From an optimization exercise on the open Yosys and OpenROAD flow, aimed at small area; shortcuts taken in it are not production practice.
The RTL was checked by simulation tests, not by an equivalence proof against the original design.
The clock input has no modelled driver; a real chip could not lean on it and would need a root buffer or a full tree.
Power is estimated from default activity; no workload was simulated.

==> flow/design.v (excerpt) <==
module Player_Block_T (
    input  logic        clk,
    input  logic        resetN,
    input  logic [10:0] pixelX,
    input  logic [10:0] pixelY,
    input  logic        startOfFrame,
    input  logic        up_key,
    input  logic        down_key,
    input  logic        left_key,
    input  logic        right_key,
    input  logic        column_collision,
    input  logic [1:0]  speed_level,
    input  logic        mode_sel,
    input  logic        game_on,
    input  logic        player_hit,
    input  logic        turbo_pulse,
    output logic [10:0] player_topLeftX,
    output logic [10:0] player_topLeftY,
    output logic        playerDR,
    output logic [7:0]  playerRGB,
    output logic        player_invulnerable
);
==> module Player_Block_T, before the edit <==
module Player_Block_T (
    input  logic        clk,
    input  logic        resetN,
    input  logic [10:0] pixelX,
    input  logic [10:0] pixelY,
    input  logic        startOfFrame,
    input  logic        up_key,
    input  logic        down_key,
    input  logic        left_key,
    input  logic        right_key,
    input  logic        column_collision,
    input  logic [1:0]  speed_level,
    input  logic        mode_sel,
    input  logic        game_on,
    input  logic        player_hit,
    input  logic        turbo_pulse,
    output logic [10:0] player_topLeftX,
    output logic [10:0] player_topLeftY,
    output logic        playerDR,
    output logic [7:0]  playerRGB,
    output logic        player_invulnerable
);
localparam logic [3:0] HIT_EMPTY = 4'b0010;
logic [2:0]  st;
logic [10:0] x;
logic [9:0]  y;
logic [10:1] x_hi;                      
logic [9:1]  y_hi;
logic        x_lo, y_lo;                
assign x = {x_hi, x_lo};
assign y = {y_hi, y_lo};
logic [1:0]  spd;                       
logic        f_up, f_dn, f_lf, f_rt;    
logic        ydir, xdir;                
logic [3:0]  hit;
logic [3:0]  hit_code;                  
logic [2:0] amt;                        
assign amt = (spd == 2'd1) ? 3'd3 : (spd == 2'd2) ? 3'd4 : 3'd2;
logic [10:0] dxm;
logic [9:0]  dym;
assign dxm = (f_lf | f_rt) ? (xdir ? {8'd0, amt} : -{8'd0, amt}) : 11'd0;
assign dym = (f_up | f_dn) ? (ydir ? {7'd0, amt} : -{7'd0, amt}) : 10'd0;
wire in_move = ~st[1] & st[0];                  
wire hit_open = (hit[1:0] != 2'b11) && (hit != HIT_EMPTY);
wire x_below = (x[10:5] == 6'd0) & ~(x[2] & x[1]);                  
wire x_above = x[10] & x[7] & (x[5] | (x[4:0] == 5'b11111));        
wire y_below = (y[9:5] == 5'b00010);                                 
wire y_above = y[9] & y[8] & y[6] & y[5] & (y[2:0] != 3'd0);        
wire is_idle = ~(st[2] | st[1] | st[0]);        
wire is_sof  = st[1] & st[0];                    
wire is_chg  = st[1] & ~st[0];                   
wire is_lim  = st[2];                            
wire [10:0] xs = x + (is_chg ? dxm : 11'd0);
wire [9:0]  ys = y + (is_chg ? dym : 10'd0);
wire x_clamp = is_lim & (x_below | x_above);
wire y_clamp = is_lim & (y_below | y_above);
wire x_ld_lo = is_idle | (is_sof & hit[3]) | x_clamp;
wire y_ld_lo = is_idle | (is_sof & hit[2]) | y_clamp;
wire x_ld_hi = is_idle | x_clamp;
wire y_ld_hi = is_idle | y_clamp;
logic [10:0] x_n;
logic [9:0]  y_n;
assign x_n[5:0]  = x_ld_lo ? 6'b011110 : xs[5:0];
assign x_n[10:6] = x_ld_hi ? ((is_lim & x_above) ? 5'b10010 : 5'b00000) : xs[10:6];
assign y_n[5:0]  = y_ld_lo ? 6'b100000 : ys[5:0];
assign y_n[9:6]  = y_ld_hi ? ((is_lim & y_above) ? 4'b1101 : 4'b0001) : ys[9:6];
always_ff @(posedge clk or negedge resetN)
    if (!resetN) begin
        st  <= 3'b000;
        spd <= 2'd0;
        x_hi <= 10'd0;
        y_hi <= 9'd0;
    end else begin
        x_hi <= x_n[10:1];
        y_hi <= y_n[9:1];
        st  <= {is_chg, st[0] & (st[1] | startOfFrame), ~st[1] & (st[0] | game_on)};
        if (is_chg) spd <= speed_level;
    end
always_ff @(posedge clk) begin
    x_lo <= x_n[0];
    y_lo <= y_n[0];
end
always_ff @(posedge clk) begin
    ydir <= (in_move & down_key & ~f_dn) | (ydir & ~(in_move & up_key & ~f_up));
    xdir <= (in_move & right_key & ~f_rt) | (xdir & ~(in_move & left_key & ~f_lf));
end
always_ff @(posedge clk) begin
    if (is_idle || is_chg) begin
        f_up <= 1'b0; f_dn <= 1'b0; f_lf <= 1'b0; f_rt <= 1'b0;
    end else if (in_move) begin
        if (up_key)    f_up <= 1'b1;
        if (down_key)  f_dn <= 1'b1;
        if (left_key)  f_lf <= 1'b1;
        if (right_key) f_rt <= 1'b1;
    end
    if (is_idle || is_sof)
        hit <= HIT_EMPTY;
    else if (in_move && column_collision) begin
        if (hit == HIT_EMPTY)
            hit <= hit_code;
        else if (hit_open && hit_code != hit && hit_code != 4'b0000)
            hit <= {hit[3] | hit_code[3], hit[2] | hit_code[2], 2'b11};
    end
end
assign player_topLeftX = {1'b0, x[10:1]};
assign player_topLeftY = {2'b0, y[9:1]};
logic [10:0] dx;
logic [9:0]  dy;
assign dx = {1'b0, pixelX[9:0]} - {1'b0, x[10:1]};
assign dy = {1'b0, pixelY[8:0]} - {1'b0, y[9:1]};
logic       ins;
logic [4:0] ox, oy;
always_ff @(posedge clk or negedge resetN)
    if (!resetN) ins <= 1'b0;
    else         ins <= (dx[10:5] == 6'd0) && (dy[9:5] == 5'd0);
always_ff @(posedge clk) begin
    ox <= dx[4:0];
    oy <= dy[4:0];
end
logic [3:0] idx_n, hc_n, col_idx;
sprite_rom rom (.ins(ins), .left(left_key), .right(right_key), .up(up_key),
                .row(oy), .col(ox), .idx(idx_n));
hit_table ht (.ins(ins), .row(oy[4:2]), .col(ox[4:2]), .code(hc_n));
always_ff @(posedge clk) begin
    col_idx  <= idx_n;
    hit_code <= hc_n;
end
logic [4:0] s;
always_ff @(posedge clk or negedge resetN)
    if (!resetN)          s <= 5'd0;
    else if (s == 5'd0)   begin if (player_hit) s <= 5'd1; end
    else if (s == 5'd22)  s <= 5'd0;
    else if (turbo_pulse) s <= s + 5'd1;
assign player_invulnerable = (s != 5'd0);
palette pal (.idx(col_idx), .mode_sel(mode_sel), .invert(s[0]),
             .dr(playerDR), .rgb(playerRGB));
endmodule
export LEC_CHECK = 0
export ABC_AREA = 1
export CAP_MARGIN = 20
export CORE_MARGIN = 2
export CORE_UTILIZATION = 65
export PLACE_DENSITY = 0.75
export SLEW_MARGIN = 20
create_clock -name core_clock -period 10.0 [get_ports {clk}]
standard.sh (not shown) runs the stock make flow with config.mk's settings and CLKGATE_MAP_FILE= SYNTH_SCRIPT=/design/flow/synth_recipe.tcl, a recipe that flattens the netlist after the stock synthesis.
==> flow/flow/run.sh <==
#!/bin/bash
# Layout flow: the standard synthesis; then an area-oriented re-mapping of the
# combinational logic only (every register instance is kept as synthesis made it);
# then the standard layout steps, with single-strength port buffers and a
# lighter clock tree (flow/cts_hook.tcl). Each tool's output goes to a log_*.log file here.
set -euo pipefail
HERE=$(pwd)
R=$HERE/orfs/results/sky130hd/Player_Block_T/base

# 1. standard synthesis, unchanged
bash standard.sh synth > log_1_standard_synth.log 2>&1
cp "$R/1_2_yosys.v" "$HERE/standard_1_2_yosys.v"

# 2. re-map the combinational logic for area (registers are black boxes here);
#    16 runs with different optimisation seeds from the netlist as it is, and 16 from
#    it after one ABC dc2 pass; the smallest netlist is kept
bash flow/remap.sh "$HERE/standard_1_2_yosys.v" "$HERE/remapped_a.v" "$HERE/remap_a" 16 "-J 1000" \
    > log_2_remap_a.log 2>&1
bash flow/remap.sh "$HERE/standard_1_2_yosys.v" "$HERE/remapped_b.v" "$HERE/remap_b" 16 "-J 1000" "dc2" \
    > log_2_remap_b.log 2>&1
area_a=$(sed -n 's/^keeping seed .* (area \(.*\))$/\1/p' log_2_remap_a.log)
area_b=$(sed -n 's/^keeping seed .* (area \(.*\))$/\1/p' log_2_remap_b.log)
if (( $(echo "$area_b < $area_a" | bc -l) )); then best=b; else best=a; fi
echo "a: $area_a b: $area_b, keeping $best" > log_2_remap.log
cp "$HERE/remapped_$best.v" "$HERE/remapped_1_2_yosys.v"
cp "$HERE/remapped_1_2_yosys.v" "$R/1_2_yosys.v"
touch "$R/1_2_yosys.v"

# 3. the rest of the standard layout
export BUFFER_PORTS_ARGS="-buffer_cell sky130_fd_sc_hd__buf_1"
export SKIP_REPAIR_TIE_FANOUT=1
export PRE_CTS_TCL="$HERE/flow/cts_hook.tcl"
export FLOW_CLK_K=4
export FLOW_CLK_MODE=bisect
export FLOW_CLK_SLEW_PS=105
bash standard.sh > log_3_standard_layout.log 2>&1
Other scripts of this flow, unchanged in this note and not shown: flow/flow/cts_hook.tcl, flow/flow/remap.abc, flow/flow/remap.sh, flow/flow/remap.ys
==> next run, changes <==
--- a/flow/design.v
+++ b/flow/design.v
@@ -569,22 +569,25 @@
             hit <= {hit[3] | hit_code[3], hit[2] | hit_code[2], 2'b11};
     end
 end
 assign player_topLeftX = {1'b0, x[10:1]};
 assign player_topLeftY = {2'b0, y[9:1]};
-logic [10:0] dx;
-logic [9:0]  dy;
-assign dx = {1'b0, pixelX[9:0]} - {1'b0, x[10:1]};
-assign dy = {1'b0, pixelY[8:0]} - {1'b0, y[9:1]};
+logic [5:0] dxl, dyl;                   
+logic [4:0] dxh;
+logic [3:0] dyh;
+assign dxl = {1'b0, pixelX[4:0]} - {1'b0, x[5:1]};
+assign dyl = {1'b0, pixelY[4:0]} - {1'b0, y[5:1]};
+assign dxh = pixelX[9:5] - x[10:6] - {4'd0, dxl[5]};
+assign dyh = pixelY[8:5] - y[9:6] - {3'd0, dyl[5]};
 logic       ins;
 logic [4:0] ox, oy;
 always_ff @(posedge clk or negedge resetN)
     if (!resetN) ins <= 1'b0;
-    else         ins <= (dx[10:5] == 6'd0) && (dy[9:5] == 5'd0);
+    else         ins <= (dxh == 5'd0) && (dyh == 4'd0);
 always_ff @(posedge clk) begin
-    ox <= dx[4:0];
-    oy <= dy[4:0];
+    ox <= dxl[4:0];
+    oy <= dyl[4:0];
 end
 logic [3:0] idx_n, hc_n, col_idx;
 sprite_rom rom (.ins(ins), .left(left_key), .right(right_key), .up(up_key),
                 .row(oy), .col(ox), .idx(idx_n));
 hit_table ht (.ins(ins), .row(oy[4:2]), .col(ox[4:2]), .code(hc_n));
After rerunning:
- fmax went down by 8.9%
- design area hardly moves
- wire length is lower by 4.3%
- register-to-register slack is worse by 360 ps
- via count falls by about 1.7%
- die area stays flat
- utilization barely changes
- hold slack barely changes
- global-route usage is lower by 1.3 points
In every run of this note, the design's own scripts or RTL, not TritonCTS, make the clock network.

* * *

before:
Another version of the RTL of Player_Block_T (not shown whole).
Size in the first run: about 590 cells after synthesis, ~68 I/O pins, about 4000 µm² of cells after synthesis.
==> module Player_Block_T, before the edit <==
module Player_Block_T (
    input  logic        clk,
    input  logic        resetN,
    input  logic [10:0] pixelX,
    input  logic [10:0] pixelY,
    input  logic        startOfFrame,
    input  logic        up_key,
    input  logic        down_key,
    input  logic        left_key,
    input  logic        right_key,
    input  logic        column_collision,
    input  logic [1:0]  speed_level,
    input  logic        mode_sel,
    input  logic        game_on,
    input  logic        player_hit,
    input  logic        turbo_pulse,
    output logic [10:0] player_topLeftX,
    output logic [10:0] player_topLeftY,
    output logic        playerDR,
    output logic [7:0]  playerRGB,
    output logic        player_invulnerable
);
localparam logic [3:0] HIT_EMPTY = 4'b0010;
logic [2:0]  st;
logic [10:0] x;
logic [9:0]  y;
logic [10:1] x_hi;                      
logic [9:1]  y_hi;
logic        x_lo, y_lo;                
assign x = {x_hi, x_lo};
assign y = {y_hi, y_lo};
logic [1:0]  spd;                       
logic        f_up, f_dn, f_lf, f_rt;    
logic        ydir, xdir;                
logic [3:0]  hit;
logic [3:0]  hit_code;                  
logic [2:0] amt;                        
assign amt = (spd == 2'd1) ? 3'd3 : (spd == 2'd2) ? 3'd4 : 3'd2;
logic [10:0] dxm;
logic [9:0]  dym;
assign dxm = (f_lf | f_rt) ? (xdir ? {8'd0, amt} : -{8'd0, amt}) : 11'd0;
assign dym = (f_up | f_dn) ? (ydir ? {7'd0, amt} : -{7'd0, amt}) : 10'd0;
wire in_move = ~st[1] & st[0];                  
wire hit_open = (hit[1:0] != 2'b11) && (hit != HIT_EMPTY);
wire x_below = (x[10:5] == 6'd0) & ~(x[2] & x[1]);                  
wire x_above = x[10] & x[7] & (x[5] | (x[4:0] == 5'b11111));        
wire y_below = (y[9:5] == 5'b00010);                                 
wire y_above = y[9] & y[8] & y[6] & y[5] & (y[2:0] != 3'd0);        
wire is_idle = ~(st[2] | st[1] | st[0]);        
wire is_sof  = st[1] & st[0];                    
wire is_chg  = st[1] & ~st[0];                   
wire [10:0] xs = x + (st[0] ? 11'd0 : dxm);
wire [9:0]  ys = y + (st[0] ? 10'd0 : dym);
wire x_clamp = x_below | x_above;
wire y_clamp = y_below | y_above;
wire x_ld_lo = is_idle | (is_sof & hit[3]) | x_clamp;
wire y_ld_lo = is_idle | (is_sof & hit[2]) | y_clamp;
wire x_ld_hi = is_idle | x_clamp;
wire y_ld_hi = is_idle | y_clamp;
logic [10:0] x_n;
logic [9:0]  y_n;
assign x_n[5:0]  = x_ld_lo ? 6'b011110 : xs[5:0];
assign x_n[10:6] = x_ld_hi ? (x_above ? 5'b10010 : 5'b00000) : xs[10:6];
assign y_n[5:0]  = y_ld_lo ? 6'b100000 : ys[5:0];
assign y_n[9:6]  = y_ld_hi ? (y_above ? 4'b1101 : 4'b0001) : ys[9:6];
always_ff @(posedge clk or negedge resetN)
    if (!resetN) begin
        st  <= 3'b000;
        spd <= 2'd0;
        x_hi <= 10'd0;
        y_hi <= 9'd0;
    end else begin
        x_hi <= x_n[10:1];
        y_hi <= y_n[9:1];
        st  <= {is_chg, st[0] & (st[1] | startOfFrame), ~st[1] & (st[0] | game_on)};
        if (is_chg) spd <= speed_level;
    end
always_ff @(posedge clk) begin
    x_lo <= x_n[0];
    y_lo <= y_n[0];
end
always_ff @(posedge clk) begin
    ydir <= (in_move & down_key & ~f_dn) | (ydir & ~(in_move & up_key & ~f_up));
    xdir <= (in_move & right_key & ~f_rt) | (xdir & ~(in_move & left_key & ~f_lf));
end
always_ff @(posedge clk) begin
    if (~st[2] & ~st[0]) begin                   
        f_up <= 1'b0; f_dn <= 1'b0; f_lf <= 1'b0; f_rt <= 1'b0;
    end else if (in_move) begin
        if (up_key)    f_up <= 1'b1;
        if (down_key)  f_dn <= 1'b1;
        if (left_key)  f_lf <= 1'b1;
        if (right_key) f_rt <= 1'b1;
    end
    if (is_idle || is_sof)
        hit <= HIT_EMPTY;
    else if (in_move && column_collision) begin
        if (hit == HIT_EMPTY)
            hit <= hit_code;
        else if (hit_open && hit_code != hit && (hit_code[3] | hit_code[2] | hit_code[0]))   
            hit <= {hit[3] | hit_code[3], hit[2] | hit_code[2], 2'b11};
    end
end
assign player_topLeftX = {1'b0, x[10:1]};
assign player_topLeftY = {2'b0, y[9:1]};
logic [5:0] dxl, dyl;                   
logic [4:0] dxh;
logic [3:0] dyh;
assign dxl = {1'b0, pixelX[4:0]} - {1'b0, x[5:1]};
assign dyl = {1'b0, pixelY[4:0]} - {1'b0, y[5:1]};
assign dxh = pixelX[9:5] - x[10:6] - {4'd0, dxl[5]};
assign dyh = pixelY[8:5] - y[9:6] - {3'd0, dyl[5]};
logic       ins;
logic [4:0] ox, oy;
always_ff @(posedge clk or negedge resetN)
    if (!resetN) ins <= 1'b0;
    else         ins <= (dxh == 5'd0) && (dyh == 4'd0);
always_ff @(posedge clk) begin
    ox <= dxl[4:0];
    oy <= dyl[4:0];
end
logic [3:0] idx_n, hc_n, col_idx;
sprite_rom rom (.ins(ins), .left(left_key), .right(right_key), .up(up_key),
                .row(oy), .col(ox), .idx(idx_n));
hit_table ht (.ins(ins), .row(oy[4:2]), .col(ox[4:2]), .code(hc_n));
always_ff @(posedge clk) begin
    col_idx  <= idx_n;
    hit_code <= hc_n;
end
logic [4:0] s;
always_ff @(posedge clk or negedge resetN)
    if (!resetN)          s <= 5'd0;
    else if (s == 5'd0)   begin if (player_hit) s <= 5'd1; end
    else if (s[4] & s[2] & s[1]) s <= 5'd0;       
    else if (turbo_pulse) s <= s + 5'd1;
assign player_invulnerable = (s != 5'd0);
palette pal (.idx(col_idx), .mode_sel(mode_sel), .invert(s[0]),
             .dr(playerDR), .rgb(playerRGB));
endmodule
export LEC_CHECK = 0
export ABC_AREA = 1
export CAP_MARGIN = 20
export CORE_MARGIN = 2
export CORE_UTILIZATION = 65
export PLACE_DENSITY = 0.75
export SLEW_MARGIN = 20
create_clock -name core_clock -period 10.0 [get_ports {clk}]
==> flow/flow/run.sh <==
#!/bin/bash
# Layout flow: the standard synthesis; then an area-oriented re-mapping of the
# combinational logic only (every register instance is kept as synthesis made it);
# then the standard layout steps, with single-strength port buffers and a
# lighter clock tree (flow/cts_hook.tcl). Each tool's output goes to a log_*.log file here.
set -euo pipefail
HERE=$(pwd)
R=$HERE/orfs/results/sky130hd/Player_Block_T/base

# 1. standard synthesis, unchanged
bash standard.sh synth > log_1_standard_synth.log 2>&1
cp "$R/1_2_yosys.v" "$HERE/standard_1_2_yosys.v"

# 2. re-map the combinational logic for area (registers are black boxes here);
#    16 runs with different optimisation seeds from the netlist as it is, and 16 from
#    it after one ABC dc2 pass, each also mapped with other amap settings; the
#    smallest netlist is kept
bash flow/remap.sh "$HERE/standard_1_2_yosys.v" "$HERE/remapped_a.v" "$HERE/remap_a" 16 "-J 1000" \
    > log_2_remap_a.log 2>&1
bash flow/remap.sh "$HERE/standard_1_2_yosys.v" "$HERE/remapped_b.v" "$HERE/remap_b" 16 "-J 1000" "dc2" \
    > log_2_remap_b.log 2>&1
area_a=$(sed -n 's/^keeping run .* (area \(.*\))$/\1/p' log_2_remap_a.log)
area_b=$(sed -n 's/^keeping run .* (area \(.*\))$/\1/p' log_2_remap_b.log)
if (( $(echo "$area_b < $area_a" | bc -l) )); then best=b; else best=a; fi
echo "a: $area_a b: $area_b, keeping $best" > log_2_remap.log
cp "$HERE/remapped_$best.v" "$HERE/remapped_1_2_yosys.v"
cp "$HERE/remapped_1_2_yosys.v" "$R/1_2_yosys.v"
touch "$R/1_2_yosys.v"

# 3. the rest of the standard layout
export BUFFER_PORTS_ARGS="-buffer_cell sky130_fd_sc_hd__buf_1"
export SKIP_REPAIR_TIE_FANOUT=1
export PRE_CTS_TCL="$HERE/flow/cts_hook.tcl"
export FLOW_CLK_K=4
export FLOW_CLK_MODE=bisect
export FLOW_CLK_SLEW_PS=105
bash standard.sh > log_3_standard_layout.log 2>&1
Other scripts of this flow, unchanged in this note and not shown: flow/flow/cts_hook.tcl, flow/flow/remap.abc, flow/flow/remap.sh, flow/flow/remap.ys, flow/flow/remap_map.abc
Setup changes, before to after
diff --git a/flow/design.v b/flow/design.v
--- a/flow/design.v
+++ b/flow/design.v
@@ -516,10 +516,11 @@
 wire is_idle = ~(st[2] | st[1] | st[0]);        
 wire is_sof  = st[1] & st[0];                    
 wire is_chg  = st[1] & ~st[0];                   
-wire [10:0] xs = x + (st[0] ? 11'd0 : dxm);
-wire [9:0]  ys = y + (st[0] ? 10'd0 : dym);
-wire x_clamp = x_below | x_above;
-wire y_clamp = y_below | y_above;
+wire is_lim  = st[2];                            
+wire [10:0] xs = x + (is_chg ? dxm : 11'd0);
+wire [9:0]  ys = y + (is_chg ? dym : 10'd0);
+wire x_clamp = is_lim & (x_below | x_above);
+wire y_clamp = is_lim & (y_below | y_above);
 wire x_ld_lo = is_idle | (is_sof & hit[3]) | x_clamp;
 wire y_ld_lo = is_idle | (is_sof & hit[2]) | y_clamp;
 wire x_ld_hi = is_idle | x_clamp;
@@ -527,9 +528,9 @@
 logic [10:0] x_n;
 logic [9:0]  y_n;
 assign x_n[5:0]  = x_ld_lo ? 6'b011110 : xs[5:0];
-assign x_n[10:6] = x_ld_hi ? (x_above ? 5'b10010 : 5'b00000) : xs[10:6];
+assign x_n[10:6] = x_ld_hi ? ((is_lim & x_above) ? 5'b10010 : 5'b00000) : xs[10:6];
 assign y_n[5:0]  = y_ld_lo ? 6'b100000 : ys[5:0];
-assign y_n[9:6]  = y_ld_hi ? (y_above ? 4'b1101 : 4'b0001) : ys[9:6];
+assign y_n[9:6]  = y_ld_hi ? ((is_lim & y_above) ? 4'b1101 : 4'b0001) : ys[9:6];
 always_ff @(posedge clk or negedge resetN)
     if (!resetN) begin
         st  <= 3'b000;
@@ -551,7 +552,7 @@
     xdir <= (in_move & right_key & ~f_rt) | (xdir & ~(in_move & left_key & ~f_lf));
 end
 always_ff @(posedge clk) begin
-    if (~st[2] & ~st[0]) begin                   
+    if (is_idle || is_chg) begin
         f_up <= 1'b0; f_dn <= 1'b0; f_lf <= 1'b0; f_rt <= 1'b0;
     end else if (in_move) begin
         if (up_key)    f_up <= 1'b1;
@@ -564,7 +565,7 @@
     else if (in_move && column_collision) begin
         if (hit == HIT_EMPTY)
             hit <= hit_code;
-        else if (hit_open && hit_code != hit && (hit_code[3] | hit_code[2] | hit_code[0]))   
+        else if (hit_open && hit_code != hit && hit_code != 4'b0000)
             hit <= {hit[3] | hit_code[3], hit[2] | hit_code[2], 2'b11};
     end
 end
@@ -598,7 +599,7 @@
 always_ff @(posedge clk or negedge resetN)
     if (!resetN)          s <= 5'd0;
     else if (s == 5'd0)   begin if (player_hit) s <= 5'd1; end
-    else if (s[4] & s[2] & s[1]) s <= 5'd0;       
+    else if (s == 5'd22)  s <= 5'd0;
     else if (turbo_pulse) s <= s + 5'd1;
 assign player_invulnerable = (s != 5'd0);
 palette pal (.idx(col_idx), .mode_sel(mode_sel), .invert(s[0]),
[summary]
- after vs before: total power divided by cell area up slightly
- From before to after the numbers moved as follows: final instance count without filler cells held steady; cts-stage hold buffer count held steady; number of gates given a new drive strength after cts held steady; tap cell count held steady.
No run of this note takes its clock network from TritonCTS; it comes from the design's own scripts or RTL.

==> separate check: timing with driven ports <==
The results above use ideal ports. As a check the final layouts listed here were re-extracted and re-timed, cells and wires unchanged. Step 1 (the two cells are an assumption about what drives the block):
set clk [get_ports {clk}]
set_driving_cell -lib_cell sky130_fd_sc_hd__clkbuf_16 $clk
set_driving_cell -lib_cell sky130_fd_sc_hd__buf_2 [delete_from_list [all_inputs] $clk]
Step 2 also shifts input and output timing later by t, the mid clock arrival at the registers, as if the neighbouring blocks saw the same clock. Slacks: no drivers / after step 1 / after step 2; pairs: no drivers / after step 1.
run | t (ns) | slack for setup (ns) | worst setup path at the end | worst register clock-pin slew, ns | worst slew at a driven data input, ns
the first run of note 1 | 0.214 | 4.098 / 4.131 / 3.917 | input to register | 0.10 / 0.10 | 0.05
the second run of note 1 | 0.206 | 3.524 / 3.558 / 3.352 | input to register | 0.09 / 0.09 | 0.04
before | 0.210 | 4.292 / 4.328 / 4.117 | input to register | 0.10 / 0.10 | 0.05
after | 0.215 | 3.436 / 3.477 / 3.262 | input to register | 0.10 / 0.10 | 0.04
After both steps setup and hold are still met in every run listed. For the first run of note 1, which loses most, drivers alone change the setup slack by +0.033 ns; drivers and shift together by -0.181 ns.
